Background: an optimization exercise with open tools, aiming at small area, a short achievable clock period and few clock cycles per item. Do not read the settings as production practice.
RTL that was checked went through simulation tests only; none was proved equivalent to the original.
For runs 1 to 3, 5 and 6, only the layout was checked, not whether the RTL still works.
No activity file was given, so power comes from the tool's default toggle rates.

==> design.v <==
`timescale 1ns/1ps
module generic_regs
   #(
      parameter UDP_REG_SRC_WIDTH = 2,
      parameter TAG = 0,
      parameter REG_ADDR_WIDTH = 5,
      parameter NUM_SOFTWARE_REGS = 4
   )
   (
      input                                  reg_req_in,
      input                                  reg_ack_in,
      input                                  reg_rd_wr_L_in,
      input  [23-1:0]       reg_addr_in,
      input  [32-1:0]      reg_data_in,
      input  [UDP_REG_SRC_WIDTH-1:0]         reg_src_in,
      output reg                             reg_req_out,
      output reg                             reg_ack_out,
      output reg                             reg_rd_wr_L_out,
      output reg [23-1:0]   reg_addr_out,
      output reg [32-1:0]  reg_data_out,
      output reg [UDP_REG_SRC_WIDTH-1:0]     reg_src_out,
      output [32*NUM_SOFTWARE_REGS-1:0]      software_regs,
      output reg                             sw_access,
      output reg                             sw_done,
      input                                  clk,
      input                                  reset
   );
   reg [31:0] sw_reg [0:NUM_SOFTWARE_REGS-1];
   wire tag_match = reg_addr_in[23-1:REG_ADDR_WIDTH] == TAG;
   wire [REG_ADDR_WIDTH-1:0] offset = reg_addr_in[REG_ADDR_WIDTH-1:0];
   wire hit = reg_req_in && !reg_ack_in && tag_match && (offset < NUM_SOFTWARE_REGS);
   wire        wr_now = sw_access && !reg_rd_wr_L_out;
   wire [31:0] wdata  = reg_data_out & {32{!reset}};
   genvar g;
   generate
      for (g = 0; g < NUM_SOFTWARE_REGS; g = g + 1) begin : sw
         assign software_regs[32*g +: 32] = sw_reg[g];
         always @(posedge clk)
            if (reset || (wr_now && reg_addr_out[1:0] == g))
               sw_reg[g] <= wdata;
      end
   endgenerate
   always @(posedge clk) begin
      reg_rd_wr_L_out <= reg_rd_wr_L_in;
      reg_addr_out    <= reg_addr_in;
      reg_src_out     <= reg_src_in;
      reg_ack_out     <= reg_ack_in | hit;
      reg_data_out    <= (hit && reg_rd_wr_L_in) ? sw_reg[offset[1:0]] : reg_data_in;
   end
   always @(posedge clk) begin
      if (reset) begin
         reg_req_out <= 1'b0;
         sw_access   <= 1'b0;
         sw_done     <= 1'b0;
      end
      else begin
         reg_req_out <= reg_req_in;
         sw_access   <= hit;
         sw_done     <= sw_access;
      end
   end
endmodule
`timescale 1ns/1ps
module firewall
   #(
      parameter DATA_WIDTH = 64,
      parameter CTRL_WIDTH = DATA_WIDTH/8,
      parameter SRAM_ADDR_WIDTH = 19,
      parameter SRAM_DATA_WIDTH = DATA_WIDTH+CTRL_WIDTH,
      parameter UDP_REG_SRC_WIDTH = 2
   )
   (
      input  [DATA_WIDTH-1:0]             in_data,
      input  [CTRL_WIDTH-1:0]             in_ctrl,
      input                               in_wr,
      output                              in_rdy,
      output reg [DATA_WIDTH-1:0]         out_data,
      output reg [CTRL_WIDTH-1:0]         out_ctrl,
      output reg                          out_wr,
      input                               out_rdy,
      input                               reg_req_in,
      input                               reg_ack_in,
      input                               reg_rd_wr_L_in,
      input  [23-1:0]    reg_addr_in,
      input  [32-1:0]   reg_data_in,
      input  [UDP_REG_SRC_WIDTH-1:0]      reg_src_in,
      output                              reg_req_out,
      output                              reg_ack_out,
      output                              reg_rd_wr_L_out,
      output  [23-1:0]   reg_addr_out,
      output  [32-1:0]  reg_data_out,
      output  [UDP_REG_SRC_WIDTH-1:0]     reg_src_out,
      output reg                          sram_rd_req,
      output reg [SRAM_ADDR_WIDTH-1:0]    sram_rd_addr,
      input [DATA_WIDTH-1:0]              sram_rd_data,
      input                               sram_rd_ack,
      input                               sram_rd_vld,
      output reg                          sram_wr_req,
      output reg [SRAM_ADDR_WIDTH-1:0]    sram_wr_addr,
      output reg [DATA_WIDTH-1:0]         sram_wr_data,
      input                               sram_wr_ack,
      input                                reset,
      input                                clk
   );
   localparam W = DATA_WIDTH+CTRL_WIDTH;
   localparam TCP = 8'h06;
   wire [31:0] reg0, reg1, reg2, reg3;
   wire        sw_done;
   generic_regs
   #(
      .UDP_REG_SRC_WIDTH   (UDP_REG_SRC_WIDTH),
      .TAG                 (18'h00002),
      .REG_ADDR_WIDTH      (5),
      .NUM_SOFTWARE_REGS   (4)
   ) module_regs (
      .reg_req_in       (reg_req_in),
      .reg_ack_in       (reg_ack_in),
      .reg_rd_wr_L_in   (reg_rd_wr_L_in),
      .reg_addr_in      (reg_addr_in),
      .reg_data_in      (reg_data_in),
      .reg_src_in       (reg_src_in),
      .reg_req_out      (reg_req_out),
      .reg_ack_out      (reg_ack_out),
      .reg_rd_wr_L_out  (reg_rd_wr_L_out),
      .reg_addr_out     (reg_addr_out),
      .reg_data_out     (reg_data_out),
      .reg_src_out      (reg_src_out),
      .software_regs    ({reg3, reg2, reg1, reg0}),
      .sw_access        (),
      .sw_done          (sw_done),
      .clk              (clk),
      .reset            (reset)
    );
   always @(*) begin
      sram_wr_req  = sw_done;
      sram_wr_addr = 'h0;
      sram_wr_data = {reg0[15:0], reg1[15:0], reg2[15:0], reg3[15:0]};
   end
   reg [2:0]   wc;
   reg         ipv4, tcp;
   reg         rq;           
   reg [15:0]  dport;
   reg         dv, dd;       
   wire        tcp_now = ipv4 && in_data[7:0] == TCP;
   always @(*) begin
      sram_rd_req  = in_wr && rq;
      sram_rd_addr = 'h0;
   end
   wire match = sram_rd_data[15:0]  == dport || sram_rd_data[31:16] == dport ||
                sram_rd_data[47:32] == dport || sram_rd_data[63:48] == dport;
   wire        hdr_in = in_wr && wc == 3'd0 && in_ctrl == 8'hff;
   wire        w3_in  = in_wr && wc == 3'd3;
   wire        dv_n   = !hdr_in && (dv || (w3_in && !tcp_now) || sram_rd_vld);
   wire        dd_n   = w3_in ? 1'b0 : sram_rd_vld ? match : dd;
   always @(posedge clk) begin
      if (reset) begin
         wc <= 3'd0;
         dv <= 1'b0;
         rq <= 1'b0;
      end
      else begin
         dv <= dv_n;
         if (in_wr)
            rq <= wc == 3'd4 && tcp;
         if (in_wr)
            case (wc)
               3'd0: if (in_ctrl == 8'hff) wc <= 3'd1;
               3'd1: if (in_ctrl == 8'h00) wc <= 3'd2;
               3'd2: wc <= 3'd3;
               3'd3: wc <= 3'd4;
               3'd4: wc <= 3'd5;
               default: wc <= 3'd0;
            endcase
      end
   end
   always @(posedge clk) begin
      if (in_wr && wc == 3'd2)
         ipv4 <= in_data[31:16] == 16'h0800 && in_data[15:12] == 4'h4;
      if (w3_in)
         tcp <= tcp_now;
      if (in_wr && wc == 3'd5)
         dport <= in_data[31:16];
      dd <= dd_n;
   end
   reg [W-1:0] s0, s1, s2, s3, s4, s5, s6;
   reg [6:0]   v;
   reg         hd_drop;      
   reg         go, skip, free;
   wire        consume = skip || (go && out_rdy);
   wire [5:0]  en      = {6{consume}} | ~{&v[5:0], &v[4:0], &v[3:0], &v[2:0], &v[1:0], v[0]};
   assign in_rdy = free || (go && out_rdy);
   always @(*) begin
      {out_ctrl, out_data} = s0;
      out_wr = go && out_rdy;
   end
   wire [W-1:0] s0_n   = en[0] ? s1 : s0;
   wire [6:0]   v_n    = {in_wr || (v[6] && !en[5]), (en & v[6:1]) | (~en & v[5:0])};
   wire         hdr0   = s0[W-1:DATA_WIDTH] == 8'hff;
   wire         hdr0_n = s0_n[W-1:DATA_WIDTH] == 8'hff;
   wire         hd_drop_n = (consume && hdr0) ? dd : hd_drop;
   wire         ready0_n  = v_n[0] && (!hdr0_n || dv_n);
   wire         drop0_n   = hdr0_n ? dd_n : hd_drop_n;
   reg          m3, m4;
   wire         tcp6   = m3 && s6[7:0] == TCP;
   wire [16:0]  chksum = {1'b0, s6[63:48]} + 17'h100;
   wire [15:0]  chksum_cout = chksum[15:0] + {15'h0, chksum[16]};
   reg  [W-1:0] s6_mod;
   always @(*) begin
      s6_mod = s6;
      if (tcp6)
         s6_mod[15:8] = s6[15:8] - 8'h1;
      if (m4)
         s6_mod[63:48] = chksum_cout;
   end
   always @(posedge clk) begin
      if (in_wr) begin
         m3 <= wc == 3'd3 && ipv4;
         m4 <= wc == 3'd4 && tcp;
      end
   end
   always @(posedge clk) begin
      if (en[0]) s0 <= s1;
      if (en[1]) s1 <= s2;
      if (en[2]) s2 <= s3;
      if (en[3]) s3 <= s4;
      if (en[4]) s4 <= s5;
      if (en[5]) s5 <= s6_mod;
      if (in_wr) s6 <= {in_ctrl, in_data};
      hd_drop <= hd_drop_n;
   end
   always @(posedge clk) begin
      if (reset) begin
         v    <= 7'h0;
         go   <= 1'b0;
         skip <= 1'b0;
         free <= 1'b1;
      end
      else begin
         v    <= v_n;
         go   <= ready0_n && !drop0_n;
         skip <= ready0_n && drop0_n;
         free <= !v_n[6] || !(&v_n[5:0]) || (ready0_n && drop0_n);
      end
   end
endmodule
==> flow/run.sh <==
#!/bin/bash
# The standard layout (standard.sh: the standard flow's synthesis and ORFS flow, unchanged
# scripts) with two placement/CTS choices passed through ORFS variables:
#  - every input and output port still gets its own buffer, but a small
#    sky130_fd_sc_hd__buf_1 instead of the default clkdlybuf4s50_1 delay cell;
#  - clock tree synthesis without dummy loads.
# The whole make output goes to flow.log in this folder; ORFS's own per-step
# logs stay under orfs/logs/.
set -euo pipefail
cd "$(dirname "$0")/.."
export BUFFER_PORTS_ARGS="-buffer_cell sky130_fd_sc_hd__buf_1"
export CTS_ARGS="-sink_clustering_enable -repair_clock_nets -dont_use_dummy_load -buf_list sky130_fd_sc_hd__clkbuf_4 -sink_clustering_size 10 -sink_clustering_max_diameter 40"
bash standard.sh > flow.log 2>&1
==> standard.sh <==
#!/bin/bash
# synth_recipe.tcl (not shown) runs the flow's synth.tcl, then flattens the netlist and writes it again
# the make line also repeats each setting of config.mk as NAME=value (left out here)
make -C /OpenROAD-flow-scripts/flow DESIGN_CONFIG=/design/flow/config.mk WORK_HOME=/design/flow/orfs CLKGATE_MAP_FILE= SYNTH_SCRIPT=/design/flow/synth_recipe.tcl "${@:-finish}"
==> config.mk <==
export PLATFORM = sky130hd
export DESIGN_NAME = firewall
export DESIGN_NICKNAME = firewall
export VERILOG_FILES = /design/flow/design.v
export SDC_FILE = /design/flow/constraint.sdc
export NUM_CORES = 4
export LEC_CHECK = 0
export CAP_MARGIN = 20
export CORE_MARGIN = 2
export CORE_UTILIZATION = 65
export PLACE_DENSITY = 0.75
export SETUP_SLACK_MARGIN = 2.8
export SLEW_MARGIN = 20
==> constraint.sdc <==
create_clock -name core_clock -period 5.5 [get_ports {clk}]
set_input_delay 1.1000 -clock core_clock [delete_from_list [all_inputs] [get_ports {clk}]]
set_output_delay 1.1000 -clock core_clock [all_outputs]
set_load 0.01 [all_outputs]
==> out/metrics.yaml, run 1 <==
floorplan:
  num_rows: 72
  coreArea_um2: 38600
  die_footprint_um2: 40600
  ioPinCount: 441
  die_height_um: 202
  chipWidth_um: 202
  floorplan.initialDensity_pct: 65.8
placement:
  preCtsSetupSlack_ns: 1.89
  gp_congestion: 0.930
  dp_hpwl_um: 29800
  buffer_ports.inserted: 400
setup_path:
  timing.critical_path.arrival_ns: 1.68
  worst_r2r_path_cells: 9
  timing_worst_setup_path_type: "in2out"
  crit_path_cell_trace: "buf_8 > and2_4 > or2_4 > buf_6"
  cp-end-kind: "output pin"
  critical_path_slowest_stage_cell: "or2_4"
  critPathLaunchType: "primary input"
  cp_slowest_stage_delay_ns: 0.23
  worstPathRequired_ns: 4.40
  critical_path_peak_fanout: 2
clock_tree:
  clock_insertion_delay_worst_skew_ns: 0.77
  hold_buffers: 0
  cts.sink_count: 731
  clock_tree_from_tritoncts: "built"
  cts_root_buffer: "clkbuf_4"
  path_clk_slew_ns: 0.10
  clock_tree_buffer_depth: 3
  cts_htree_levels: 3
  cts_made_buffers: 87
synthesis:
  asyncSetResetFlopFracSynth_pct: 0
  synth.area.top_cells: "edfxtp_1, dfxtp_1, buf_4"
  synth_flop_cell: "edfxtp_1"
  synth_cell_types: 52
  synth_edf_count: 644
  synthesis.area_um2: 25400
  synth_area_per_cell_um2: 20.0
  synth_warn: 3
  synth_largest_area_cell: "edfxtp_1"
  synth_largest_type_area_fraction_pct: 76.2
  yosysSeqAreaShare_pct: 83.1
  ys_ff_latch: 731
  synthesis.instances: 1266
final_layout:
  num-nets-final: 1876
  drive_above_1_share_pct: 12.4
  area_growth_syn_to_layout_pct: 9.19
  layout.filler_cells: 2476
  largest_register_ff_count: 128
routing:
  routed_wirelength_um: 43900
  dr_total_vias: 11800
  drtIter0Drc: 825
  drtPass1Iterations: 5
  drc: 0
  route.detailed.wl_per_inst_um: 20.1
  viasPerCell: 5.38
  ant_nets: 0
timing:
  clock_skew_ns: 0.0665
  timing_worst_slew_pin_value_ns: 1.05
  final_period_minus_worst_setup_slack_ns: 2.78
  setup_viol: 0
  totalNegativeSetupSlack_ns: 0
  final-hold-violation-count: 0
  clock.fmax_ghz: 0.360
  worst_slew_margin_rel_pct: 30.1
  grt_setup_unrepaired: "yes"
  post-route-period-util_pct: 50.6
  fin_ws_ns: 2.72
  report.final.slew_viol_count: 0
run:
  cap_violations: 0
power_and_ir_drop:
  internal_power_mw: 7.37
  pwr_density_cell_nw_per_um2: 334
  p_leak_nw: 9.58
  power.share.sequential_pct: 71.2
  pwr-share-clk_pct: 24.0
  worst_ir_drop_vdd_uv: 232
  p_total_mw: 9.26
  comb_power_share_pct: 4.8
  sw_frac_of_total_pct: 20.4
  p_switching_mw: 1.89
grt:
  grt_pass1_wl_um: 66100
  via_count_of_the_first_global_routing_pass: 11600
  pin_count_of_the_biggest_net_entering_global_routing: 74
  groute.usage.overall_pct: 21.8
  grt_remaining_overflow: 0
  grt_antenna_before_repair: 4
status:
  status: "finished clean"
hold_path:
  worstHoldPathType: "reg2reg"
  holdPathStages: 0
[power by group through the flow]
stage | combinational (mW) | clock, mW | sequential [mW]
after global routing | 0.478 | 2.51 | 6.64
after floorplan | 0.247 | 0 | 6.71
after detailed placement | 0.440 | 0 | 6.73
after CTS | 0.444 | 2.32 | 6.60
after global placement | 0.425 | 0 | 6.70
final | 0.443 | 2.22 | 6.59
[cell usage in the layout, fill, tap and decap left out, types with 5 or more instances in the layout]
cell type / count
nor4_1: 15
buf_4: 12
o21ai_0: 10
nor2_1: 15
nor4b_1: 6
conb_1: 38
nor2b_1: 38
nand2_1: 21
xnor2_1: 76
buf_1: 393
and3_1: 6
mux4_2: 32
inv_1: 9
a21oi_1: 12
edfxtp_1: 644
nand3_1: 12
mux2_2: 41
nor3_1: 5
clkbuf_4: 87
xor2_1: 10
dfxtp_1: 86
nand4_1: 24
[worst paths after layout]
kind	endpoint	slack, ns	from
setup / recovery	in_rdy	2.72	out_rdy
hold / removal	s2[21]$_DFFE_PP_	0.37	s3[21]$_DFFE_PP_
setup reg to reg	s5[61]$_DFFE_PN_	2.99	s6[57]$_DFFE_PP_
hold reg to reg	s2[21]$_DFFE_PP_	0.37	s3[21]$_DFFE_PP_
[synthesized netlist by cell type, types with 4 or more instances]
master,n
mux4_2,32
ha_1,5
a21oi_1,13
buf_4,102
xnor2_1,76
nand4_1,24
and3_1,6
nor2b_1,38
nor2_1,15
buf_1,5
or2_2,4
and4_1,4
xor2_1,10
clkbuf_1,29
mux2_2,41
nand2b_1,4
inv_1,10
nor4b_1,6
nor3_1,6
nor4_1,16
dfxtp_1,87
o21ai_0,10
nor3b_1,4
nand3_1,13
edfxtp_1,644
nand2_1,23
[metal layers]
metal  global-route usage, %  routed length [um]  up-vias
met5                       0                   9        -
met4                    9.27                1520        2
met3                    4.60                2920       93
met2                    34.7               21500      464
met1                    29.8               18000     5741
li1                        -                   -     5472
[critical path, delay by kind of cell]
family	cells	cell delay [ns]
buffers and inverters	2	0.22
and+or+nand+nor	2	0.36
[layout make-up]
| type | instances | area (um2) | area share, % |
|---|---|---|---|
| Antenna cell | 3 | 7.51 | 0.0271 |
| Sequential cell | 731 | 21100 | 76.1 |
| Timing Repair Buffer | 415 | 1700 | 6.14 |
| Inverter | 11 | 41.3 | 0.149 |
| Clock buffer | 87 | 653 | 2.36 |
| Multi-Input combinational cell | 422 | 3580 | 12.9 |
| Tap cell | 518 | 648 | 2.34 |
[cells by family after synthesis]
family	Yosys count	share of synthesized area, %
adders and majority gates	6	0.286
DFF	731	83.1
buffers and inverters	150	3.74
other	1	0.0148
xor gates and xnor gates	86	2.97
muxes	75	4.74
and+or+nand+nor	178	4.22
AOI/OAI and AO/OA	39	0.976
[per-stage QoR]
stage,instances,utilization (%),area (um2),hold WS [ns]
2_1_floorplan,1303,-,25500,0.400
3_3_place_gp,2089,69.7,26900,0.400
3_5_place_dp,2091,69.9,26900,0.405
4_1_cts,2181,71.8,27700,0.348
5_1_grt,2187,71.9,27700,0.377
6_report,2187,71.9,27700,0.368
[what timing repair did]
| action | CTS | global route |
|---|---|---|
| resized for setup | 14 | 3 |
| cloned | 0 | 1 |
| setup buffers | 3 | 2 |
| endpoints found under the setup margin | 22 | 6 |
| pin swaps | 1 | 2 |
==> inputs of run 2 (changes only) <==
--- a/design.v
+++ b/design.v
@@ -188,5 +188,6 @@
    reg         go, skip, free;
+   reg         go_nf;        
    wire        consume = skip || (go && out_rdy);
    wire [5:0]  en      = {6{consume}} | ~{&v[5:0], &v[4:0], &v[3:0], &v[2:0], &v[1:0], v[0]};
-   assign in_rdy = free || (go && out_rdy);
+   assign in_rdy = free || (go_nf && out_rdy);
    always @(*) begin
@@ -202,2 +203,3 @@
    wire         drop0_n   = hdr0_n ? dd_n : hd_drop_n;
+   wire         free_n    = !v_n[6] || !(&v_n[5:0]) || (ready0_n && drop0_n);
    reg          m3, m4;
@@ -236,2 +238,3 @@
          free <= 1'b1;
+         go_nf <= 1'b0;
       end
@@ -241,3 +244,4 @@
          skip <= ready0_n && drop0_n;
-         free <= !v_n[6] || !(&v_n[5:0]) || (ready0_n && drop0_n);
+         free <= free_n;
+         go_nf <= ready0_n && !drop0_n && !free_n;
       end
==> run 2 against run 1 <==
  * Synthesized area up 0.45%
  * Register-to-register slack worse by 0.03 ns
  * Utilization fell by 0.20 points
  * Flip-flop and latch count rose by 1
  * First-iteration DRC count shrank 11%
  * Via count is 1.0% lower
  * Final area about the same
  * Worst setup slack gained 0.080 ns
  * Largest cell class unchanged
  * Largest power group unchanged
==> out/metrics.yaml, run 2 <==
status:
  status: "finished clean"
routing:
  route.detailed.wl_per_inst_um: 20.2
  dr_total_vias: 11700
  ant_nets: 0
  routed_wirelength_um: 44100
  viasPerCell: 5.32
  drtIter0Drc: 736
  drtPass1Iterations: 5
  drc: 0
synthesis:
  synth_largest_type_area_fraction_pct: 75.9
  synth_cell_types: 58
  asyncSetResetFlopFracSynth_pct: 0
  synth_largest_area_cell: "edfxtp_1"
  synth.area.top_cells: "edfxtp_1, dfxtp_1, buf_4"
  yosysSeqAreaShare_pct: 82.8
  synth_area_per_cell_um2: 20.1
  yosys.cell_count.top_type: "edfxtp_1"
  synth_edf_count: 644
  synthesis.instances: 1268
  synthesis.area_um2: 25500
  ys_ff_latch: 732
  synth_flop_cell: "edfxtp_1"
  synth_warn: 3
  synth_commonest_cells: "edfxtp_1, buf_4, dfxtp_1"
timing:
  fin_ws_ns: 2.80
  setup_viol: 0
  totalNegativeSetupSlack_ns: 0
  post-route-period-util_pct: 49.1
  final-hold-violation-count: 0
  report.final.slew_viol_count: 0
  worst_slew_margin_rel_pct: 28.8
  grt_setup_unrepaired: "yes"
  clock.fmax_ghz: 0.370
  clock_skew_ns: 0.0556
  timing_worst_slew_pin_value_ns: 1.07
  final_period_minus_worst_setup_slack_ns: 2.70
setup_path:
  timing.critical_path.arrival_ns: 1.60
  worstPathRequired_ns: 4.40
  timing_worst_setup_path_type: "in2out"
  critical_path_peak_fanout: 25
  critPathLaunchType: "primary input"
  cp-end-kind: "output pin"
final_layout:
  most_common_cell_after_layout_fill_and_taps_aside: "edfxtp_1"
  largest_register_ff_count: 128
  area_growth_syn_to_layout_pct: 8.66
  num-nets-final: 1872
  layout.cells.most_common_list: "edfxtp_1, buf_1, clkbuf_4, dfxtp_1, xnor2_1"
  drive_above_1_share_pct: 12.3
  layout.filler_cells: 2416
power_and_ir_drop:
  pwr_density_cell_nw_per_um2: 335
  p_leak_nw: 9.58
  worst_ir_drop_vdd_uv: 243
floorplan:
  num_rows: 72
  ioPinCount: 441
  die_footprint_um2: 40800
  chipWidth_um: 202
  floorplan.initialDensity_pct: 66.0
  die_height_um: 202
  coreArea_um2: 38600
grt:
  via_count_of_the_first_global_routing_pass: 12000
  grt_antenna_before_repair: 5
  grt_remaining_overflow: 0
  pin_count_of_the_biggest_net_entering_global_routing: 73
  grt_pass1_wl_um: 67100
  groute.usage.overall_pct: 22.1
clock_tree:
  cts_setup_buffers: 0
  clock_insertion_delay_worst_skew_ns: 0.79
  cts_made_buffers: 88
  hold_buffers: 0
  cts_htree_levels: 3
  cts.sink_count: 732
  clock_tree_buffer_depth: 3
  cts_root_buffer: "clkbuf_4"
  clock_tree_from_tritoncts: "built"
  path_clk_slew_ns: 0.11
placement:
  buffer_ports.inserted: 400
  dp_hpwl_um: 30300
  gp_congestion: 0.883
  preCtsSetupSlack_ns: 1.82
hold_path:
  worstHoldPathType: "reg2reg"
run:
  cap_violations: 0
run 2: cell count changes after synthesis, moves of 3 or more:
cell / delta
buf_4: +4
mux2_2: +3
nor2_1: +8
a21oi_1: -3
buf_1: -5
clkbuf_1: -15
clkbuf_2: +17
nand4_1: +3
o21ai_0: -3
nand3_1: -6
run 2: worst max-delay path, stage by stage:
cell and delay (ns):
buf_8 0.18, and2_1 0.15, buf_2 0.14
run 2: metal layers:
metal | part of all wire [%] | track usage (%) | vias to the layer above
met1 | 40 | 29.1 | 5628
met5 | 0 | 0 | -
met2 | 50 | 36.3 | 461
li1 | - | - | 5466
met4 | 3.5 | 8.74 | 0
met3 | 7.1 | 5.32 | 96
run 2: kinds of logic after synthesis:
group / Yosys count / synth area share, %
DFF: 732 / 82.8
xor gates and xnor gates: 86 / 2.95
and+or+nand+nor: 178 / 4.30
AOI/OAI and AO/OA: 36 / 0.957
buffers and inverters: 151 / 3.88
muxes: 78 / 4.85
other: 1 / 0.0147
adders and majority gates: 6 / 0.285
run 2: path summary, 6_finish.rpt:
path              slack, ns  cells past startpoint               end                from
setup / recovery       2.80                      3       sram_rd_req               in_wr
hold / removal         0.38                      0  s3[67]$_DFFE_PP_    s4[67]$_DFFE_PN_
setup reg to reg       2.96                      6   free$_SDFF_PP1_  dport[0]$_DFFE_PP_
hold reg to reg        0.38                      0  s3[67]$_DFFE_PP_    s4[67]$_DFFE_PN_
run 2: through the flow:
stage	util [%]	power, mW	hold WS [ns]	instance area, um2	cells
finish	71.7	9.29	0.381	27700	2188
global route	71.7	9.68	0.375	27700	2188
CTS	71.5	9.39	0.379	27700	2179
detailed placement	69.8	7.18	0.405	27000	2090
global placement	69.7	7.14	0.400	27000	2089
floorplan	-	6.97	0.400	25700	1305
run 2: report_power, final:
group	internal, mW	switching, mW
clock	0.737	1.51
combinational	0.176	0.263
sequential	6.47	0.134
run 2: layout make-up:
class                   count  area, um2  share of cell area, %
diodes                      8       20.0                 0.0723
flip-flops and latches    732      21100                   76.2
well taps                 518        648                   2.34
clock buffers              88        661                   2.38
repair buffers            408       1610                   5.83
inverters                  11       43.8                  0.158
multi-input cells         423       3620                   13.1
run 2: what timing repair did:
action                     in CTS  in global routing
resized for setup               5                  3
gates cloned                    1                  0
setup endpoints to repair      75                  4
pin swaps                       1                  0
==> inputs of run 3 (changes only) <==
--- a/design.v
+++ b/design.v
@@ -141,3 +141,2 @@
    reg         rq;           
-   reg [15:0]  dport;
    reg         dv, dd;       
@@ -148,2 +147,3 @@
    end
+   wire [15:0] dport;
    wire match = sram_rd_data[15:0]  == dport || sram_rd_data[31:16] == dport ||
@@ -180,4 +180,2 @@
          tcp <= tcp_now;
-      if (in_wr && wc == 3'd5)
-         dport <= in_data[31:16];
       dd <= dd_n;
@@ -188,6 +186,8 @@
    reg         go, skip, free;
-   reg         go_nf;        
+   reg         go_nf, hole_f, frz;
+   assign      dport   = s6[31:16];
    wire        consume = skip || (go && out_rdy);
-   wire [5:0]  en      = {6{consume}} | ~{&v[5:0], &v[4:0], &v[3:0], &v[2:0], &v[1:0], v[0]};
-   assign in_rdy = free || (go_nf && out_rdy);
+   wire [5:0]  en_low  = {6{consume}} | ~{&v[5:0], &v[4:0], &v[3:0], &v[2:0], &v[1:0], v[0]};
+   wire [5:0]  en      = {en_low[5] && (!frz || sram_rd_vld), en_low[4:0]};
+   assign in_rdy = free || (go_nf && out_rdy) || (hole_f && sram_rd_vld);
    always @(*) begin
@@ -197,3 +197,5 @@
    wire [W-1:0] s0_n   = en[0] ? s1 : s0;
-   wire [6:0]   v_n    = {in_wr || (v[6] && !en[5]), (en & v[6:1]) | (~en & v[5:0])};
+   wire [6:0]   v_n    = {in_wr || (v[6] && !en[5]),
+                          en[5] ? v[6] : v[5] && !en[4],
+                          (en[4:0] & v[5:1]) | (~en[4:0] & v[4:0])};
    wire         hdr0   = s0[W-1:DATA_WIDTH] == 8'hff;
@@ -203,3 +205,5 @@
    wire         drop0_n   = hdr0_n ? dd_n : hd_drop_n;
-   wire         free_n    = !v_n[6] || !(&v_n[5:0]) || (ready0_n && drop0_n);
+   wire         frz_n     = (in_wr && rq) || (frz && !sram_rd_vld);
+   wire         below_n   = !(&v_n[5:0]) || (ready0_n && drop0_n);
+   wire         free_n    = !v_n[6] || (below_n && !frz_n);
    reg          m3, m4;
@@ -239,2 +243,4 @@
          go_nf <= 1'b0;
+         hole_f <= 1'b0;
+         frz  <= 1'b0;
       end
@@ -245,3 +251,5 @@
          free <= free_n;
-         go_nf <= ready0_n && !drop0_n && !free_n;
+         go_nf <= ready0_n && !drop0_n && !free_n && !frz_n;
+         hole_f <= frz_n && below_n;
+         frz  <= frz_n;
       end
==> run 3 against run 2 <==
  * Critical path type unchanged
  * First-iteration DRC count increased by 5.0%
  * Flip-flop and latch count is 14 lower
  * Largest power group unchanged
  * Still clean
  * Synthesized cell count is 0.24% lower
  * Wire length is 0.40% lower
  * Combinational power is 9.6% higher
  * Largest cell class unchanged
==> out/metrics.yaml, run 3 <==
power_and_ir_drop:
  p_leak_nw: 9.75
  power.share.sequential_pct: 70.5
  worst_ir_drop_vdd_uv: 194
  p_total_mw: 9.23
  pwr-share-clk_pct: 24.3
  internal_power_mw: 7.30
  p_switching_mw: 1.93
  comb_power_share_pct: 5.2
  sw_frac_of_total_pct: 20.9
  pwr_density_cell_nw_per_um2: 333
hold_path:
  holdPathStages: 0
  endpoint_worst_hold: "s3[68]$_DFFE_PN_"
  timing.hold.worst.start: "s4[68]$_DFFE_PP_"
  worstHoldPathType: "reg2reg"
setup_path:
  worstReg2RegEnd: "s5[60]$_DFFE_PP_"
  slack_of_the_worst_reg_to_reg_path_ns: 2.85
  timing.critical_path.arrival_ns: 1.67
  worstPathRequired_ns: 4.40
  worst_r2r_path_cells: 11
  cp-end-kind: "output pin"
  critical_path_peak_fanout: 2
  critPathLaunchType: "primary input"
  timing_worst_setup_path_type: "in2out"
  worst_r2r_startpoint: "s6[56]$_DFFE_PP_"
routing:
  route.detailed.wl_per_inst_um: 19.8
  drtPass1Iterations: 6
  viasPerCell: 5.45
  drtIter0Drc: 773
  dr_total_vias: 12100
  ant_nets: 0
  drc: 0
  routed_wirelength_um: 43900
final_layout:
  layout.core_utilization_pct: 72.0
  drive_above_1_share_pct: 14.2
  num-nets-final: 1903
  final_cell_area_um2: 27700
  largest_register_ff_count: 128
  most_common_cell_after_layout_fill_and_taps_aside: "edfxtp_1"
  layout.filler_cells: 2431
  area_growth_syn_to_layout_pct: 9.80
  layout.cells.most_common_list: "edfxtp_1, buf_1, clkbuf_4, dfxtp_1, xor2_1"
floorplan:
  num_rows: 72
  chipWidth_um: 201
  die_footprint_um2: 40400
  die_height_um: 201
  coreArea_um2: 38500
  ioPinCount: 441
  floorplan.initialDensity_pct: 65.5
timing:
  fin_ws_ns: 2.73
  worst_slew_margin_rel_pct: 29.6
  final-hold-violation-count: 0
  post-route-period-util_pct: 50.4
  timing_worst_slew_pin_value_ns: 1.06
  clock_skew_ns: 0.0766
  final_period_minus_worst_setup_slack_ns: 2.77
  report.final.slew_viol_count: 0
  grt_setup_unrepaired: "yes"
  clock.fmax_ghz: 0.361
  setup_viol: 0
synthesis:
  synth.area.top_cells: "edfxtp_1, dfxtp_1, buf_4"
  synth_warn: 3
  synth_edf_count: 628
  synth_cell_types: 71
  synth_flop_cell: "edfxtp_1"
  yosysSeqAreaShare_pct: 82.0
  synth_commonest_cells: "edfxtp_1, buf_4, dfxtp_1"
  synth_area_per_cell_um2: 19.9
  synth_largest_type_area_fraction_pct: 74.8
  synth_largest_area_cell: "edfxtp_1"
  synthesis.instances: 1265
  synthesis.area_um2: 25200
  yosys.cell_count.top_type: "edfxtp_1"
  asyncSetResetFlopFracSynth_pct: 0
  ys_ff_latch: 718
clock_tree:
  cts.sink_count: 718
  path_clk_slew_ns: 0.10
  hold_buffers: 0
  clock_insertion_delay_worst_skew_ns: 0.75
  clock_tree_buffer_depth: 3
  cts_made_buffers: 90
  cts_htree_levels: 3
  cts_root_buffer: "clkbuf_4"
  clock_tree_from_tritoncts: "built"
placement:
  preCtsSetupSlack_ns: 2.09
  gp_congestion: 0.913
  postPlaceCellArea_um2: 26800
  buffer_ports.inserted: 400
  dp_hpwl_um: 29400
grt:
  via_count_of_the_first_global_routing_pass: 12100
  grt_remaining_overflow: 0
  pin_count_of_the_biggest_net_entering_global_routing: 74
  groute.usage.overall_pct: 21.8
  grt_pass1_wl_um: 66500
  grt_antenna_before_repair: 3
run:
  cap_violations: 0
status:
  status: "finished clean"
[run 3: changes by cell type in the layout (fill, tap and decap cells not counted), moves of 11 or more]
cell,previous run,this run
nand4_1,27,14
buf_4,6,24
xnor2_1,78,18
xor2_1,8,68
nor4_1,14,25
edfxtp_1,644,628
[run 3: stage by stage]
stage / cells / hold WS [ns] / TNS [ns]
floorplan: 1302 / 0.400 / -12.11
global placement: 2107 / 0.400 / 0
detailed placement: 2107 / 0.405 / 0
global route: 2213 / 0.349 / 0
finish: 2215 / 0.340 / 0
CTS: 2204 / 0.330 / 0
[run 3: critical path: stages]
cell and delay, ns:
buf_8 0.09, a221o_2 0.35, buf_6 0.13
[run 3: power groups by stage]
stage          combinational, mW  sequential, mW  clock (mW)
6_report                   0.481            6.51        2.24
5_1_grt                    0.519            6.55        2.54
4_1_cts                    0.478            6.51        2.34
3_5_place_dp               0.465            6.64           0
3_3_place_gp               0.452            6.61           0
2_1_floorplan              0.280            6.61           0
[run 3: cell type report]
class	instances	area (um2)	share of cell area, %
Sequential cell	718	20700	74.6
Multi-Input combinational cell	444	3850	13.9
Timing Repair Buffer	426	1780	6.41
Clock buffer	90	676	2.44
Tap cell	518	648	2.34
Inverter	15	62.6	0.226
Antenna cell	4	10.0	0.0362
[run 3: how the worst max path moves through the flow]
stage	depth (start not counted)	from	endpoint	slack (ns)
2_1_floorplan	4	out_rdy	s5[0]$_DFFE_PP_	-0.17
3_3_place_gp	6	out_rdy	s0[64]$_DFF_P_	2.14
3_5_place_dp	6	out_rdy	s0[69]$_DFF_P_	2.09
4_1_cts	3	out_rdy	in_rdy	2.73
5_1_grt	11	s6[56]$_DFFE_PP_	s5[60]$_DFFE_PP_	2.68
6_report	3	out_rdy	in_rdy	2.73
[run 3: timing repair]
item,4_1_cts,5_1_grt
pin swaps,2,2
setup endpoints to repair,9,12
endpoints found under the hold margin,0,0
cloned,1,1
resized for setup,23,5
setup buffers,6,6
[run 3: cell families (layout without fill, tap and decap cells)]
group                      after synthesis  in the layout  share of synthesized area (%)
AOI/OAI and AO/OA                       46             46                           1.38
xor gates and xnor gates                86             86                           2.99
adders and majority gates                6              6                          0.288
buffers and inverters                  140            531                           3.69
DFF                                    718            718                           82.0
muxes                                   79             79                           4.96
other                                    1             42                         0.0149
and+or+nand+nor                        189            189                           4.72
[run 3: layer usage]
metal  vias up  global-route usage [%]  part of all wire, %
met5         -                       0                    0
met4         0                    8.76                  2.9
met3        93                    5.23                  6.7
met2       480                    37.2                   51
met1      5957                    27.0                   39
li1       5546                       -                    -
==> inputs of run 4 (changes only) <==
--- a/design.v
+++ b/design.v
@@ -141,3 +141,3 @@
    reg         rq;           
-   reg         dv, dd;       
+   reg [15:0]  dport;
    wire        tcp_now = ipv4 && in_data[7:0] == TCP;
@@ -147,3 +147,2 @@
    end
-   wire [15:0] dport;
    wire match = sram_rd_data[15:0]  == dport || sram_rd_data[31:16] == dport ||
@@ -152,4 +151,2 @@
    wire        w3_in  = in_wr && wc == 3'd3;
-   wire        dv_n   = !hdr_in && (dv || (w3_in && !tcp_now) || sram_rd_vld);
-   wire        dd_n   = w3_in ? 1'b0 : sram_rd_vld ? match : dd;
    always @(posedge clk) begin
@@ -157,3 +154,2 @@
          wc <= 3'd0;
-         dv <= 1'b0;
          rq <= 1'b0;
@@ -161,3 +157,2 @@
       else begin
-         dv <= dv_n;
          if (in_wr)
@@ -180,57 +175,95 @@
          tcp <= tcp_now;
-      dd <= dd_n;
-   end
-   reg [W-1:0] s0, s1, s2, s3, s4, s5, s6;
-   reg [6:0]   v;
+      if (in_wr && wc == 3'd5)
+         dport <= in_data[31:16];
+   end
+   reg [W-1:0] r0, r1, r2, r3, r4, r5, r6, r7, r8, r9;
+   reg [9:0]   rv;           
+   reg [3:0]   sup;          
+   reg [3:0]   tp;           
    reg         hd_drop;      
-   reg         go, skip, free;
-   reg         go_nf, hole_f, frz;
-   assign      dport   = s6[31:16];
-   wire        consume = skip || (go && out_rdy);
-   wire [5:0]  en_low  = {6{consume}} | ~{&v[5:0], &v[4:0], &v[3:0], &v[2:0], &v[1:0], v[0]};
-   wire [5:0]  en      = {en_low[5] && (!frz || sram_rd_vld), en_low[4:0]};
-   assign in_rdy = free || (go_nf && out_rdy) || (hole_f && sram_rd_vld);
-   always @(*) begin
-      {out_ctrl, out_data} = s0;
+   reg         a_use, a_dv, a_dd;
+   reg         b_use, b_dv, b_dd;
+   reg         go, skip, in_f, in_g;
+   wire        cons9 = skip || (go && out_rdy);
+   assign in_rdy = in_f || (in_g && out_rdy);
+   always @(*) begin
+      {out_ctrl, out_data} = r9;
       out_wr = go && out_rdy;
    end
-   wire [W-1:0] s0_n   = en[0] ? s1 : s0;
-   wire [6:0]   v_n    = {in_wr || (v[6] && !en[5]),
-                          en[5] ? v[6] : v[5] && !en[4],
-                          (en[4:0] & v[5:1]) | (~en[4:0] & v[4:0])};
-   wire         hdr0   = s0[W-1:DATA_WIDTH] == 8'hff;
-   wire         hdr0_n = s0_n[W-1:DATA_WIDTH] == 8'hff;
-   wire         hd_drop_n = (consume && hdr0) ? dd : hd_drop;
-   wire         ready0_n  = v_n[0] && (!hdr0_n || dv_n);
-   wire         drop0_n   = hdr0_n ? dd_n : hd_drop_n;
-   wire         frz_n     = (in_wr && rq) || (frz && !sram_rd_vld);
-   wire         below_n   = !(&v_n[5:0]) || (ready0_n && drop0_n);
-   wire         free_n    = !v_n[6] || (below_n && !frz_n);
+   wire        hdr8  = r8[W-1:DATA_WIDTH] == 8'hff;
+   wire        hdr9  = r9[W-1:DATA_WIDTH] == 8'hff;
+   wire        cons_hdr = cons9 && hdr9;
    reg          m3, m4;
-   wire         tcp6   = m3 && s6[7:0] == TCP;
-   wire [16:0]  chksum = {1'b0, s6[63:48]} + 17'h100;
+   wire         tcp0   = m3 && r0[7:0] == TCP;
+   wire [16:0]  chksum = {1'b0, r0[63:48]} + 17'h100;
    wire [15:0]  chksum_cout = chksum[15:0] + {15'h0, chksum[16]};
-   reg  [W-1:0] s6_mod;
-   always @(*) begin
-      s6_mod = s6;
-      if (tcp6)
-         s6_mod[15:8] = s6[15:8] - 8'h1;
+   reg  [W-1:0] r0_mod;
+   always @(*) begin
+      r0_mod = r0;
+      if (tcp0)
+         r0_mod[15:8] = r0[15:8] - 8'h1;
       if (m4)
-         s6_mod[63:48] = chksum_cout;
-   end
-   always @(posedge clk) begin
-      if (in_wr) begin
-         m3 <= wc == 3'd3 && ipv4;
-         m4 <= wc == 3'd4 && tcp;
-      end
-   end
-   always @(posedge clk) begin
-      if (en[0]) s0 <= s1;
-      if (en[1]) s1 <= s2;
-      if (en[2]) s2 <= s3;
-      if (en[3]) s3 <= s4;
-      if (en[4]) s4 <= s5;
-      if (en[5]) s5 <= s6_mod;
-      if (in_wr) s6 <= {in_ctrl, in_data};
+         r0_mod[63:48] = chksum_cout;
+   end
+   always @(posedge clk) begin
+      m3 <= in_wr && wc == 3'd3 && ipv4;
+      m4 <= in_wr && wc == 3'd4 && tcp;
+      r0 <= in_wr ? {in_ctrl, in_data} : r9;
+      r1 <= r0_mod;
+      r2 <= r1;
+      r3 <= r2;
+      r4 <= r3;
+      r5 <= r4;
+      r6 <= r5;
+      r7 <= r6;
+      r8 <= r7;
+      r9 <= r8;
+   end
+   reg          a_use_n, a_dv_n, a_dd_n, b_use_n, b_dv_n, b_dd_n;
+   always @(*) begin
+      a_use_n = a_use; a_dv_n = a_dv; a_dd_n = a_dd;
+      b_use_n = b_use; b_dv_n = b_dv; b_dd_n = b_dd;
+      if (cons_hdr) begin
+         a_use_n = b_use; a_dv_n = b_dv; a_dd_n = b_dd;
+         b_use_n = 1'b0;
+      end
+      if (hdr_in) begin
+         if (!a_use_n) begin
+            a_use_n = 1'b1; a_dv_n = 1'b0;
+         end
+         else begin
+            b_use_n = 1'b1; b_dv_n = 1'b0;
+         end
+      end
+      if (w3_in && !tcp_now) begin
+         if (b_use_n) begin
+            b_dv_n = 1'b1; b_dd_n = 1'b0;
+         end
+         else begin
+            a_dv_n = 1'b1; a_dd_n = 1'b0;
+         end
+      end
+      if (sram_rd_vld) begin
+         if (!a_dv_n) begin
+            a_dv_n = 1'b1; a_dd_n = match;
+         end
+         else begin
+            b_dv_n = 1'b1; b_dd_n = match;
+         end
+      end
+   end
+   wire         head9   = rv[9] && sup == 4'd0;
+   wire [3:0]   sup_n   = (head9 && !cons9) ? 4'd9 : (sup != 4'd0) ? sup - 4'd1 : 4'd0;
+   wire [9:0]   rv_n    = {rv[8:0], in_wr || (rv[9] && !cons9)};
+   wire [3:0]   tp_n    = (in_wr || tp == 4'd9) ? 4'd0 : tp + 4'd1;
+   wire         hd_drop_n = cons_hdr ? a_dd : hd_drop;
+   wire         head_n  = rv[8] && sup_n == 4'd0;
+   wire         go_n    = head_n && (hdr8 ? a_dv_n && !a_dd_n : !hd_drop_n);
+   wire         skip_n  = head_n && (hdr8 ? a_dv_n && a_dd_n : hd_drop_n);
+   wire         behind_n = tp_n == 4'd0 || rv_n == 10'h0;
+   always @(posedge clk) begin
       hd_drop <= hd_drop_n;
+      a_dv <= a_dv_n; a_dd <= a_dd_n;
+      b_dv <= b_dv_n; b_dd <= b_dd_n;
+      tp   <= tp_n;
    end
@@ -238,18 +271,20 @@
       if (reset) begin
-         v    <= 7'h0;
-         go   <= 1'b0;
-         skip <= 1'b0;
-         free <= 1'b1;
-         go_nf <= 1'b0;
-         hole_f <= 1'b0;
-         frz  <= 1'b0;
+         rv    <= 10'h0;
+         sup   <= 4'd0;
+         a_use <= 1'b0;
+         b_use <= 1'b0;
+         go    <= 1'b0;
+         skip  <= 1'b0;
+         in_f  <= 1'b1;
+         in_g  <= 1'b0;
       end
       else begin
-         v    <= v_n;
-         go   <= ready0_n && !drop0_n;
-         skip <= ready0_n && drop0_n;
-         free <= free_n;
-         go_nf <= ready0_n && !drop0_n && !free_n && !frz_n;
-         hole_f <= frz_n && below_n;
-         frz  <= frz_n;
+         rv    <= rv_n;
+         sup   <= sup_n;
+         a_use <= a_use_n;
+         b_use <= b_use_n;
+         go    <= go_n;
+         skip  <= skip_n;
+         in_f  <= behind_n && (!rv_n[9] || skip_n);
+         in_g  <= behind_n && go_n;
       end
==> run 4 against run 3 <==
  * Still clean
  * Total power grew 24%
  * Cell count rose by 15%
  * Flip-flop and latch count up 245
  * Utilization shrank 0.22 points
  * Non-clock buffer count shrank 17
  * Clock power rose by 26%
  * First-iteration DRC count fell by 32%
  * Critical path depth stayed put
  * Clock-buffer cell count up 19
  * Critical endpoint is now sram_rd_req
  * Highest routed layer unchanged
==> out/metrics.yaml, run 4 <==
grt:
  grt_remaining_overflow: 0
  pin_count_of_the_biggest_net_entering_global_routing: 57
  grt_pass1_wl_um: 68300
  groute.usage.overall_pct: 21.8
  grt_antenna_before_repair: 3
  via_count_of_the_first_global_routing_pass: 12600
final_layout:
  area_growth_syn_to_layout_pct: 9.25
  layout.core_utilization_pct: 71.7
  most_common_cell_after_layout_fill_and_taps_aside: "dfxtp_1"
  layout.filler_cells: 2644
  num-nets-final: 2237
  layout.cells.most_common_list: "dfxtp_1, buf_1, edfxtp_1, clkbuf_4, mux2_2"
  largest_register_ff_count: 128
  drive_above_1_share_pct: 13.9
  final_cell_area_um2: 28400
power_and_ir_drop:
  p_total_mw: 11.5
  pwr_density_cell_nw_per_um2: 404
  worst_ir_drop_vdd_uv: 284
  p_leak_nw: 11.0
routing:
  routedLengthMet1_um: 20300
  route.detailed.wl_per_inst_um: 17.9
  drc: 0
  route.met3.wl_um: 2840
  routed_wirelength_um: 45800
  maxUsedRoutingLayer: "met4"
  wl_met2_um: 21600
  viasPerCell: 5.03
  drtPass1Iterations: 5
  drtIter0Drc: 525
  dr_total_vias: 12800
  ant_nets: 0
synthesis:
  synth_cell_types: 57
  synth.area.top_cells: "dfxtp_1, edfxtp_1, mux2_2"
  yosysSeqAreaShare_pct: 79.7
  synth_largest_area_cell: "dfxtp_1"
  synth_largest_type_area_fraction_pct: 62.8
  synth_flop_cell: "dfxtp_1"
  synth_edf_count: 146
  ys_ff_latch: 963
  synth_warn: 3
  synth_commonest_cells: "dfxtp_1, edfxtp_1, mux2_2"
  synthesis.area_um2: 26000
  yosys.cell_count.top_type: "dfxtp_1"
  asyncSetResetFlopFracSynth_pct: 0
  synthesis.instances: 1600
  synth_area_per_cell_um2: 16.3
placement:
  dp_hpwl_um: 31500
  postPlaceCellArea_um2: 27600
  gp_congestion: 0.887
  buffer_ports.inserted: 400
hold_path:
  timing.hold.worst.start: "r5[6]$_DFF_P_"
  worstHoldPathType: "reg2reg"
timing:
  report.final.slew_viol_count: 0
  setup_viol: 0
  clock.fmax_ghz: 0.374
  timing_worst_slew_pin_value_ns: 1.07
  post-route-period-util_pct: 48.6
  final-hold-violation-count: 0
  totalNegativeSetupSlack_ns: 0
  whs_ns: 0.298
  worst_slew_margin_rel_pct: 28.4
  final_period_minus_worst_setup_slack_ns: 2.67
  clock_skew_ns: 0.0809
  grt_setup_unrepaired: "yes"
clock_tree:
  path_clk_slew_ns: 0.10
  clock_insertion_delay_worst_skew_ns: 0.84
  cts_made_buffers: 109
  cts_htree_levels: 3
  clock_tree_from_tritoncts: "built"
  hold_buffers: 0
  clock_tree_buffer_depth: 3
  cts.sink_count: 963
  cts_root_buffer: "clkbuf_4"
floorplan:
  ioPinCount: 441
  coreArea_um2: 39600
  die_height_um: 204
  die_footprint_um2: 41700
  num_rows: 73
  chipWidth_um: 204
  floorplan.initialDensity_pct: 65.7
setup_path:
  cp-end-kind: "output pin"
  timing_worst_setup_path_type: "in2out"
  worst_setup_path_startpoint: "in_wr"
  critical_path_peak_fanout: 21
  worstPathRequired_ns: 4.40
  worst_r2r_startpoint: "r0[57]$_DFF_P_"
  critPathLaunchType: "primary input"
  timing.critical_path.arrival_ns: 1.57
run:
  cap_violations: 0
status:
  status: "finished clean"
-- run 4: kinds of logic (layout without fill, tap and decap cells) --
logic type | count (synthesis) | after routing | synth area share (%)
AO/OA/AOI/OAI | 50 | 50 | 1.41
XOR/XNOR | 87 | 87 | 2.93
adder cells (fa/ha/maj) | 8 | 8 | 0.385
buffers and inverters | 146 | 533 | 3.61
flip-flops | 963 | 963 | 79.7
multiplexers | 139 | 139 | 7.39
other | 1 | 41 | 0.0144
AND/OR/NAND/NOR | 206 | 206 | 4.57
-- run 4: critical path, cell delays in order --
cell,delay [ns]
clkbuf_16,0.18
and2_4,0.15
clkbuf_2,0.12
-- run 4: cell type report --
type / count / area (um2) / share of cell area [%]
flip-flops and latches: 963 / 20700 / 72.9
clock buffers: 109 / 818 / 2.88
diodes: 3 / 7.51 / 0.0264
well taps: 525 / 657 / 2.31
repair buffers: 409 / 1600 / 5.64
multi-input cells: 528 / 4550 / 16.0
inverters: 15 / 56.3 / 0.198
-- run 4: repair_timing --
| item | in CTS | in global routing |
|---|---|---|
| gates resized for setup | 4 | 5 |
| setup buffers | 0 | 0 |
| cloned | 1 | 0 |
| setup endpoints to repair | 3 | 8 |
-- run 4: metal layers --
| layer | track usage [%] | up-vias |
|---|---|---|
| li1 | - | 6147 |
| met2 | 34.9 | 431 |
| met3 | 5.13 | 76 |
| met5 | 0 | - |
| met1 | 29.3 | 6177 |
| met4 | 7.56 | 0 |
-- run 4: stage by stage --
| step | setup slack (ns) | std cells |
|---|---|---|
| CTS | 2.79 | 2549 |
| global route | 2.78 | 2550 |
| floorplan | 2.52 | 1637 |
| finish | 2.83 | 2552 |
| global placement | 2.17 | 2439 |
| detailed placement | 2.12 | 2439 |
-- run 4: final timing paths --
path         cells past startpoint             end  slack (ns)
max                              3     sram_rd_req        2.83
min reg2reg                      0   r6[6]$_DFF_P_        0.30
min                              0   r6[6]$_DFF_P_        0.30
max reg2reg                      9  r1[61]$_DFF_P_        3.00
-- run 4: power by group --
group / switching [mW] / leakage, nW / internal (mW)
combinational: 0.347 / 2.19 / 0.270
clock: 1.92 / 0.502 / 0.910
sequential: 0.228 / 8.28 / 7.81
Testbench counts of run 4, summed over its fixed seeds: cycles 42,052, packets 1,920.
==> inputs of run 5 (changes only) <==
--- a/design.v
+++ b/design.v
@@ -21,5 +21,4 @@
       output reg [UDP_REG_SRC_WIDTH-1:0]     reg_src_out,
-      output [32*NUM_SOFTWARE_REGS-1:0]      software_regs,
-      output reg                             sw_access,
-      output reg                             sw_done,
+      output [63:0]                          rule_word,
+      output                                 sw_done,
       input                                  clk,
@@ -27,3 +26,2 @@
    );
-   reg [31:0] sw_reg [0:NUM_SOFTWARE_REGS-1];
    wire tag_match = reg_addr_in[23-1:REG_ADDR_WIDTH] == TAG;
@@ -31,13 +29,47 @@
    wire hit = reg_req_in && !reg_ack_in && tag_match && (offset < NUM_SOFTWARE_REGS);
-   wire        wr_now = sw_access && !reg_rd_wr_L_out;
-   wire [31:0] wdata  = reg_data_out & {32{!reset}};
-   genvar g;
-   generate
-      for (g = 0; g < NUM_SOFTWARE_REGS; g = g + 1) begin : sw
-         assign software_regs[32*g +: 32] = sw_reg[g];
-         always @(posedge clk)
-            if (reset || (wr_now && reg_addr_out[1:0] == g))
-               sw_reg[g] <= wdata;
+   reg [31:0] q0, q1, q2, q3;
+   reg [1:0]  ph;
+   reg [1:0]  clr;         
+   reg        wr_pend;     
+   reg [1:0]  wr_off;
+   reg        wb_pend;     
+   wire       clearing = reset || clr != 2'd0;
+   wire       wr_go    = wr_pend && ph == wr_off && !clearing;
+   assign rule_word = {q0[15:0], q1[15:0], q2[15:0], q3[15:0]};
+   assign sw_done   = wb_pend && ph == 2'd0;
+   wire [1:0]  rsel = offset[1:0] - ph;
+   reg  [31:0] rd_val;
+   always @(*) begin
+      case (rsel)
+         2'd0: rd_val = q0;
+         2'd1: rd_val = q1;
+         2'd2: rd_val = q2;
+         default: rd_val = q3;
+      endcase
+      if (clearing)
+         rd_val = 32'h0;
+   end
+   always @(posedge clk) begin
+      q0 <= q1;
+      q1 <= q2;
+      q2 <= q3;
+      q3 <= clearing ? 32'h0 : wr_go ? reg_data_out : q0;
+      if (hit && !reg_rd_wr_L_in)
+         wr_off <= offset[1:0];
+   end
+   always @(posedge clk) begin
+      if (reset) begin
+         ph      <= 2'd0;
+         clr     <= 2'd3;
+         wr_pend <= 1'b0;
+         wb_pend <= 1'b0;
       end
-   endgenerate
+      else begin
+         ph      <= ph + 2'd1;
+         if (clr != 2'd0)
+            clr <= clr - 2'd1;
+         wr_pend <= (hit && !reg_rd_wr_L_in) || (wr_pend && !wr_go);
+         wb_pend <= wr_go || (wb_pend && !sw_done);
+      end
+   end
    always @(posedge clk) begin
@@ -47,15 +79,10 @@
       reg_ack_out     <= reg_ack_in | hit;
-      reg_data_out    <= (hit && reg_rd_wr_L_in) ? sw_reg[offset[1:0]] : reg_data_in;
+      if (reg_req_in)
+         reg_data_out <= (hit && reg_rd_wr_L_in) ? rd_val : reg_data_in;
    end
    always @(posedge clk) begin
-      if (reset) begin
+      if (reset)
          reg_req_out <= 1'b0;
-         sw_access   <= 1'b0;
-         sw_done     <= 1'b0;
-      end
-      else begin
+      else
          reg_req_out <= reg_req_in;
-         sw_access   <= hit;
-         sw_done     <= sw_access;
-      end
    end
@@ -106,3 +133,3 @@
    localparam TCP = 8'h06;
-   wire [31:0] reg0, reg1, reg2, reg3;
+   wire [63:0] rule_word;
    wire        sw_done;
@@ -127,4 +154,3 @@
       .reg_src_out      (reg_src_out),
-      .software_regs    ({reg3, reg2, reg1, reg0}),
-      .sw_access        (),
+      .rule_word        (rule_word),
       .sw_done          (sw_done),
@@ -136,3 +162,3 @@
       sram_wr_addr = 'h0;
-      sram_wr_data = {reg0[15:0], reg1[15:0], reg2[15:0], reg3[15:0]};
+      sram_wr_data = rule_word;
    end
==> run 5 against run 4 <==
  * Clock skew decreased by 0.013 ns
  * Sequential share of layout area shrank 1.8 points
  * Clock power hardly changed
  * Wire length grew 0.58%
  * Critical path type unchanged
==> out/metrics.yaml, run 5 <==
synthesis:
  synth_area_per_cell_um2: 15.0
  synth.area.top_cells: "dfxtp_1, edfxtp_1, mux2_2"
  synth_flop_cell: "dfxtp_1"
  synth_cell_types: 61
  asyncSetResetFlopFracSynth_pct: 0
  synth_edf_count: 52
  synthesis.area_um2: 25600
  yosysSeqAreaShare_pct: 77.8
  synth_warn: 2
  synth_largest_area_cell: "dfxtp_1"
  synth_commonest_cells: "dfxtp_1, buf_4, nand2_1"
  synthesis.instances: 1710
  yosys.cell_count.top_type: "dfxtp_1"
  ys_ff_latch: 969
  synth_largest_type_area_fraction_pct: 71.7
timing:
  report.final.slew_viol_count: 0
  setup_viol: 0
  final-hold-violation-count: 0
  timing_worst_slew_pin_value_ns: 1.03
  totalNegativeSetupSlack_ns: 0
  clock_skew_ns: 0.0674
  final_period_minus_worst_setup_slack_ns: 2.69
  grt_setup_unrepaired: "yes"
  clock.fmax_ghz: 0.372
  worst_slew_margin_rel_pct: 31.5
  fin_ws_ns: 2.81
  post-route-period-util_pct: 48.9
setup_path:
  worstPathRequired_ns: 4.40
  timing.critical_path.arrival_ns: 1.59
  cp-end-kind: "output pin"
  timing_worst_setup_path_type: "in2out"
  critPathLaunchType: "primary input"
  critical_path_peak_fanout: 18
clock_tree:
  cts_made_buffers: 109
  clock_tree_buffer_depth: 3
  hold_buffers: 0
  clock_insertion_delay_worst_skew_ns: 0.81
  path_clk_slew_ns: 0.10
  cts.sink_count: 969
  cts_htree_levels: 3
  cts_root_buffer: "clkbuf_4"
  clock_tree_from_tritoncts: "built"
floorplan:
  die_height_um: 202
  chipWidth_um: 202
  floorplan.initialDensity_pct: 66.1
  die_footprint_um2: 41000
  num_rows: 72
  ioPinCount: 441
  coreArea_um2: 38700
grt:
  grt_antenna_before_repair: 4
  pin_count_of_the_biggest_net_entering_global_routing: 48
  grt_pass1_wl_um: 69900
  via_count_of_the_first_global_routing_pass: 13200
  groute.usage.overall_pct: 22.1
  grt_remaining_overflow: 0
routing:
  drtPass1Iterations: 5
  drtIter0Drc: 463
  dr_total_vias: 13200
  viasPerCell: 5.00
  route.detailed.wl_per_inst_um: 17.5
  drc: 0
  ant_nets: 0
  routed_wirelength_um: 46100
power_and_ir_drop:
  power.share.sequential_pct: 69.6
  pwr-share-clk_pct: 25.1
  p_leak_nw: 10.8
  pwr_density_cell_nw_per_um2: 405
  worst_ir_drop_vdd_uv: 293
  internal_power_mw: 8.86
  comb_power_share_pct: 5.3
  p_switching_mw: 2.47
  sw_frac_of_total_pct: 21.8
final_layout:
  area_growth_syn_to_layout_pct: 9.33
  most_common_cell_after_layout_fill_and_taps_aside: "dfxtp_1"
  multiInputGateArea_um2: 4850
  num-nets-final: 2333
  layout.cells.most_common_list: "dfxtp_1, buf_1, clkbuf_4, nand2_1, xnor2_1"
  layout.filler_cells: 2610
  sequential_cell_area_um2: 19900
  drive_above_1_share_pct: 12.6
status:
  status: "finished clean"
placement:
  preCtsSetupSlack_ns: 1.73
  gp_congestion: 0.912
  buffer_ports.inserted: 400
  dp_hpwl_um: 31800
hold_path:
  worstHoldPathType: "reg2reg"
run:
  cap_violations: 0
[run 5: stage by stage]
| stage | instance area (um2) | hold slack (ns) | instances | utilization [%] | power, mW |
|---|---|---|---|---|---|
| CTS | 28000 | 0.284 | 2634 | 72.2 | 11.4 |
| finish | 28000 | 0.284 | 2638 | 72.3 | 11.3 |
| global route | 28000 | 0.286 | 2638 | 72.3 | 11.8 |
| global placement | 27000 | 0.310 | 2520 | 69.8 | 8.59 |
| detailed placement | 27000 | 0.312 | 2520 | 69.8 | 8.63 |
| floorplan | 25800 | 0.310 | 1747 | - | 8.35 |
[run 5: cells by family after synthesis]
group / Yosys count / share of synthesized area [%]
DFF: 969 / 77.8
and+or+nand+nor: 247 / 5.04
buffers and inverters: 170 / 4.11
AOI/OAI and AO/OA: 111 / 3.15
muxes: 109 / 6.20
xor gates and xnor gates: 92 / 3.15
adders and majority gates: 11 / 0.538
other: 1 / 0.0146
[run 5: final timing paths]
check                                    start        endpoint  slack (ns)  cells past startpoint
worst min-delay path            r6[47]$_DFF_P_  r7[47]$_DFF_P_        0.28                      0
worst max-delay path                     in_wr     sram_rd_req        2.81                      3
worst min register to register  r6[47]$_DFF_P_  r7[47]$_DFF_P_        0.28                      0
worst max register to register  r0[57]$_DFF_P_  r1[63]$_DFF_P_        3.00                     10
[run 5: what timing repair did]
action                                  in CTS  in global routing
buffers inserted                             5                  0
gates resized for setup                     16                  5
endpoints found under the hold margin        0                  0
pin swaps                                    2                  1
endpoints found under the setup margin      27                 26
gates cloned                                 0                  1
[run 5: layout make-up]
type,instances,share of cell area [%]
Sequential cell,969,71.2
Tap cell,518,2.32
Inverter,15,0.255
Timing Repair Buffer,416,5.97
Clock buffer,109,2.92
Antenna cell,3,0.0268
Multi-Input combinational cell,608,17.3
[run 5: power groups by stage]
stage	combinational [mW]	clock, mW	sequential, mW
floorplan	0.357	0	8.00
global placement	0.572	0	8.01
detailed placement	0.587	0	8.04
CTS	0.604	2.95	7.88
global route	0.660	3.23	7.94
finish	0.601	2.85	7.88
[run 5: critical path, stage by stage]
cell       delay (ns)
clkbuf_16        0.16
and2_1           0.19
clkbuf_2         0.13
[run 5: metal layers]
metal | vias to the layer above | track usage (%) | routed length, um
li1 | 6386 | - | -
met1 | 6237 | 29.1 | 19900
met2 | 489 | 35.5 | 21700
met3 | 83 | 5.55 | 3240
met4 | 0 | 8.94 | 1240
met5 | - | 0 | 0
==> inputs of run 6 (changes only) <==
--- a/design.v
+++ b/design.v
@@ -213,2 +213,3 @@
    wire        cons9 = skip || (go && out_rdy);
+   wire        keep9 = rv[9] && !cons9;
    assign in_rdy = in_f || (in_g && out_rdy);
@@ -236,3 +237,3 @@
       m4 <= in_wr && wc == 3'd4 && tcp;
-      r0 <= in_wr ? {in_ctrl, in_data} : r9;
+      r0 <= ({W{in_wr}} & {in_ctrl, in_data}) | ({W{keep9}} & r9);
       r1 <= r0_mod;
@@ -282,3 +283,3 @@
    wire [3:0]   sup_n   = (head9 && !cons9) ? 4'd9 : (sup != 4'd0) ? sup - 4'd1 : 4'd0;
-   wire [9:0]   rv_n    = {rv[8:0], in_wr || (rv[9] && !cons9)};
+   wire [9:0]   rv_n    = {rv[8:0], in_wr || keep9};
    wire [3:0]   tp_n    = (in_wr || tp == 4'd9) ? 4'd0 : tp + 4'd1;
==> run 6 against run 5 <==
  * Worst hold slack worse by 0.0093 ns
  * Still clean on timing, DRC and antenna
  * Highest routed layer is now met5
  * Wire length is 5.3% higher
  * Total power is 3.6% lower
  * Critical endpoint is now in_f$_SDFF_PP1_
  * Sequential share of layout area is 0.51 points higher
  * Synthesized area is 0.87% lower
==> out/metrics.yaml, run 6 <==
status:
  status: "finished clean"
setup_path:
  critical_path_peak_fanout: 4
  cp_slowest_stage_delay_ns: 0.56
  timing.critical_path.arrival_ns: 3.37
  critical_path.n_buffers_inverters: 1
  critPathLaunchType: "primary input"
  timing_worst_setup_path_type: "in2reg"
  cpLargestDelayFamily: "compound AO/OA/AOI/OAI gates"
  cp-end-kind: "flop"
  critical_path_slowest_stage_cell: "o31ai_1"
  crit_path_cell_trace: "buf_1 > or3_1 > o31ai_1 > a22oi_1 > or3_4 > o311a_1 > o41ai_2"
  worstPathRequired_ns: 6.13
clock_tree:
  cts.sink_count: 969
  cts_made_buffers: 111
  clock_tree_buffer_depth: 3
  cts_root_buffer: "clkbuf_4"
  cts_htree_levels: 3
  path_clk_slew_ns: 0.10
  clock_insertion_delay_worst_skew_ns: 0.81
  clock_tree_from_tritoncts: "built"
timing:
  fin_ws_ns: 2.77
  timing_worst_slew_pin_value_ns: 0.927
  final_period_minus_worst_setup_slack_ns: 2.73
  totalNegativeSetupSlack_ns: 0
  final-hold-violation-count: 0
  clock.fmax_ghz: 0.366
  report.final.slew_viol_count: 0
  whs_ns: 0.275
  worst_slew_margin_rel_pct: 37.3
  post-route-period-util_pct: 49.7
  grt_setup_unrepaired: "yes"
  setup_viol: 0
  clock_skew_ns: 0.0891
synthesis:
  asyncSetResetFlopFracSynth_pct: 0
  synth_commonest_cells: "dfxtp_1, a22o_1, buf_4"
  synth_area_per_cell_um2: 14.8
  synthesis.area_um2: 25400
  ys_ff_latch: 969
  synth_largest_area_cell: "dfxtp_1"
  synth_warn: 2
  synth_largest_type_area_fraction_pct: 72.3
  synth_flop_cell: "dfxtp_1"
  synth_edf_count: 52
  synthesis.instances: 1720
  synth.area.top_cells: "dfxtp_1, edfxtp_1, a22o_1"
  yosys.cell_count.top_type: "dfxtp_1"
  synth_cell_types: 61
  yosysSeqAreaShare_pct: 78.5
power_and_ir_drop:
  pwr-share-clk_pct: 26.3
  worst_ir_drop_vdd_uv: 291
  pwr_density_cell_nw_per_um2: 392
  sw_frac_of_total_pct: 21.6
  p_switching_mw: 2.36
  internal_power_mw: 8.56
  power.share.sequential_pct: 69.0
  comb_power_share_pct: 4.6
  p_leak_nw: 10.6
floorplan:
  die_footprint_um2: 40600
  num_rows: 72
  chipWidth_um: 202
  die_height_um: 202
  floorplan.initialDensity_pct: 65.8
  ioPinCount: 441
  coreArea_um2: 38600
routing:
  drtIter0Drc: 637
  drtPass1Iterations: 5
  dr_total_vias: 13600
  viasPerCell: 5.15
  route.detailed.wl_per_inst_um: 18.4
  routed_wirelength_um: 48500
  drc: 0
  ant_nets: 0
final_layout:
  most_common_cell_after_layout_fill_and_taps_aside: "dfxtp_1"
  drive_above_1_share_pct: 9.29
  area_growth_syn_to_layout_pct: 9.57
  layout.cells.most_common_list: "dfxtp_1, buf_1, clkbuf_4, a22o_1, nand2_1"
  layout.filler_cells: 2594
  num-nets-final: 2336
  final_cells: 2640
  layout.core_utilization_pct: 72.1
run:
  cap_violations: 0
placement:
  gp_congestion: 0.902
  placed_cells_incl_taps: 2523
  dp_hpwl_um: 33600
  preCtsSetupSlack_ns: 1.56
  buffer_ports.inserted: 400
grt:
  groute.usage.overall_pct: 23.6
  grt_pass1_wl_um: 73400
  grt_antenna_before_repair: 5
  pin_count_of_the_biggest_net_entering_global_routing: 47
  gr-usage-met3_pct: 5.49
  grt_remaining_overflow: 0
  grt_busiest_layer: "met2"
  global_route.usage.met1_pct: 29.1
  via_count_of_the_first_global_routing_pass: 13600
  met2_track_utilization_from_global_routing_pct: 39.4
hold_path:
  worstHoldPathType: "reg2reg"
==> run 6: cell count changes in the layout (fill, tap and decap cells not counted), moves of 3 or more <==
| cell | change |
|---|---|
| and2_1 | -3 |
| dfxtp_1 | -5 |
| nor2_1 | +3 |
| a22o_1 | +71 |
| mux2_2 | -73 |
| nand3_1 | -4 |
| dfxtp_2 | +4 |
==> run 6: per-layer routing <==
metal	vias up	routed length (um)
met5	-	22
met4	4	1790
met3	108	3010
met2	536	23800
met1	6503	19900
li1	6443	-
==> run 6: worst register-to-register path, stage by stage, from the launching register on <==
cell and delay (ns):
dfxtp_2 0.36, or3_1 0.39, or4_4 0.53, o211a_1 0.27, or3_4 0.41, o311a_1 0.33
o41ai_2 0.21
==> run 6: cells by family (layout without fill, tap and decap cells) <==
group           after synthesis  in the layout  synth area share, %
flops                       969            969                 78.5
simple gates                245            245                 4.90
compound gates              184            184                 5.59
buf+inv                     180            543                 4.21
xor+xnor                     93             93                 3.21
mux                          37             37                 3.05
fa+ha+maj                    11             11                0.542
other cells                   1             40               0.0148
==> run 6: through the flow <==
step	instance area, um2	total power, mW
finish	27800	10.9
floorplan	25600	7.99
global route	27800	11.4
CTS	27700	11.0
global placement	26800	8.16
detailed placement	26800	8.19
==> run 6: repair_timing <==
item	4_1_cts	5_1_grt
pin swaps	6	5
hold buffers	0	0
hold endpoints to repair	0	0
gates cloned	0	1
buffers inserted	2	1
resized for setup	27	9
setup endpoints to repair	40	39
==> run 6: final timing paths <==
check	slack, ns	end	from	depth (start not counted)
worst max-delay path	2.77	in_f$_SDFF_PP1_	in_data[7]	7
worst min-delay path	0.28	r5[17]$_DFF_P_	r4[17]$_DFF_P_	0
worst max register to register	2.85	in_f$_SDFF_PP1_	wc[2]$_SDFFE_PP0P_	6
worst min register to register	0.28	r5[17]$_DFF_P_	r4[17]$_DFF_P_	0
==> run 6: final cells by class <==
class	instances	area, um2	share of cell area (%)
flip-flops and latches	969	19900	71.7
multi-input cells	608	4630	16.6
diodes	2	5.00	0.0180
inverters	16	75.1	0.270
well taps	518	648	2.33
clock buffers	111	833	3.00
repair buffers	416	1680	6.05
==> run 6: power groups by stage <==
stage / Combinational [mW] / Sequential [mW] / Clock (mW)
floorplan: 0.312 / 7.68 / 0
CTS: 0.501 / 7.54 / 2.98
global route: 0.550 / 7.57 / 3.27
detailed placement: 0.491 / 7.70 / 0
global placement: 0.473 / 7.68 / 0
finish: 0.506 / 7.54 / 2.87

[port drivers added, routing unchanged]
The flow's constraints put no driver on any port. The routed layouts listed below were extracted and timed again, unchanged, in two steps.
Step 1 sets driving cells, clkbuf_16 on the clock port and buf_2 on the other inputs (assumed; they add their load-dependent delay and slew).
Step 2 also shifts input and output timing later by t, the mid clock arrival at the registers, as if the neighbouring blocks saw the same clock.
Three values: no drivers, after step 1, after step 2; two values: the first two.
| run | t, ns | setup slack, ns |
|---|---|---|
| run 1 | 0.774 | 2.719 / 2.664 / 2.124 |
| run 2 | 0.804 | 2.799 / 2.743 / 2.221 |
| run 3 | 0.771 | 2.727 / 2.677 / 2.217 |
| run 4 | 0.829 | 2.829 / 2.621 / 2.384 |
| run 5 | 0.823 | 2.812 / 2.687 / 2.167 |
| run 6 | 0.807 | 2.767 / 2.645 / 1.990 |
After both steps every run listed still meets setup and hold.
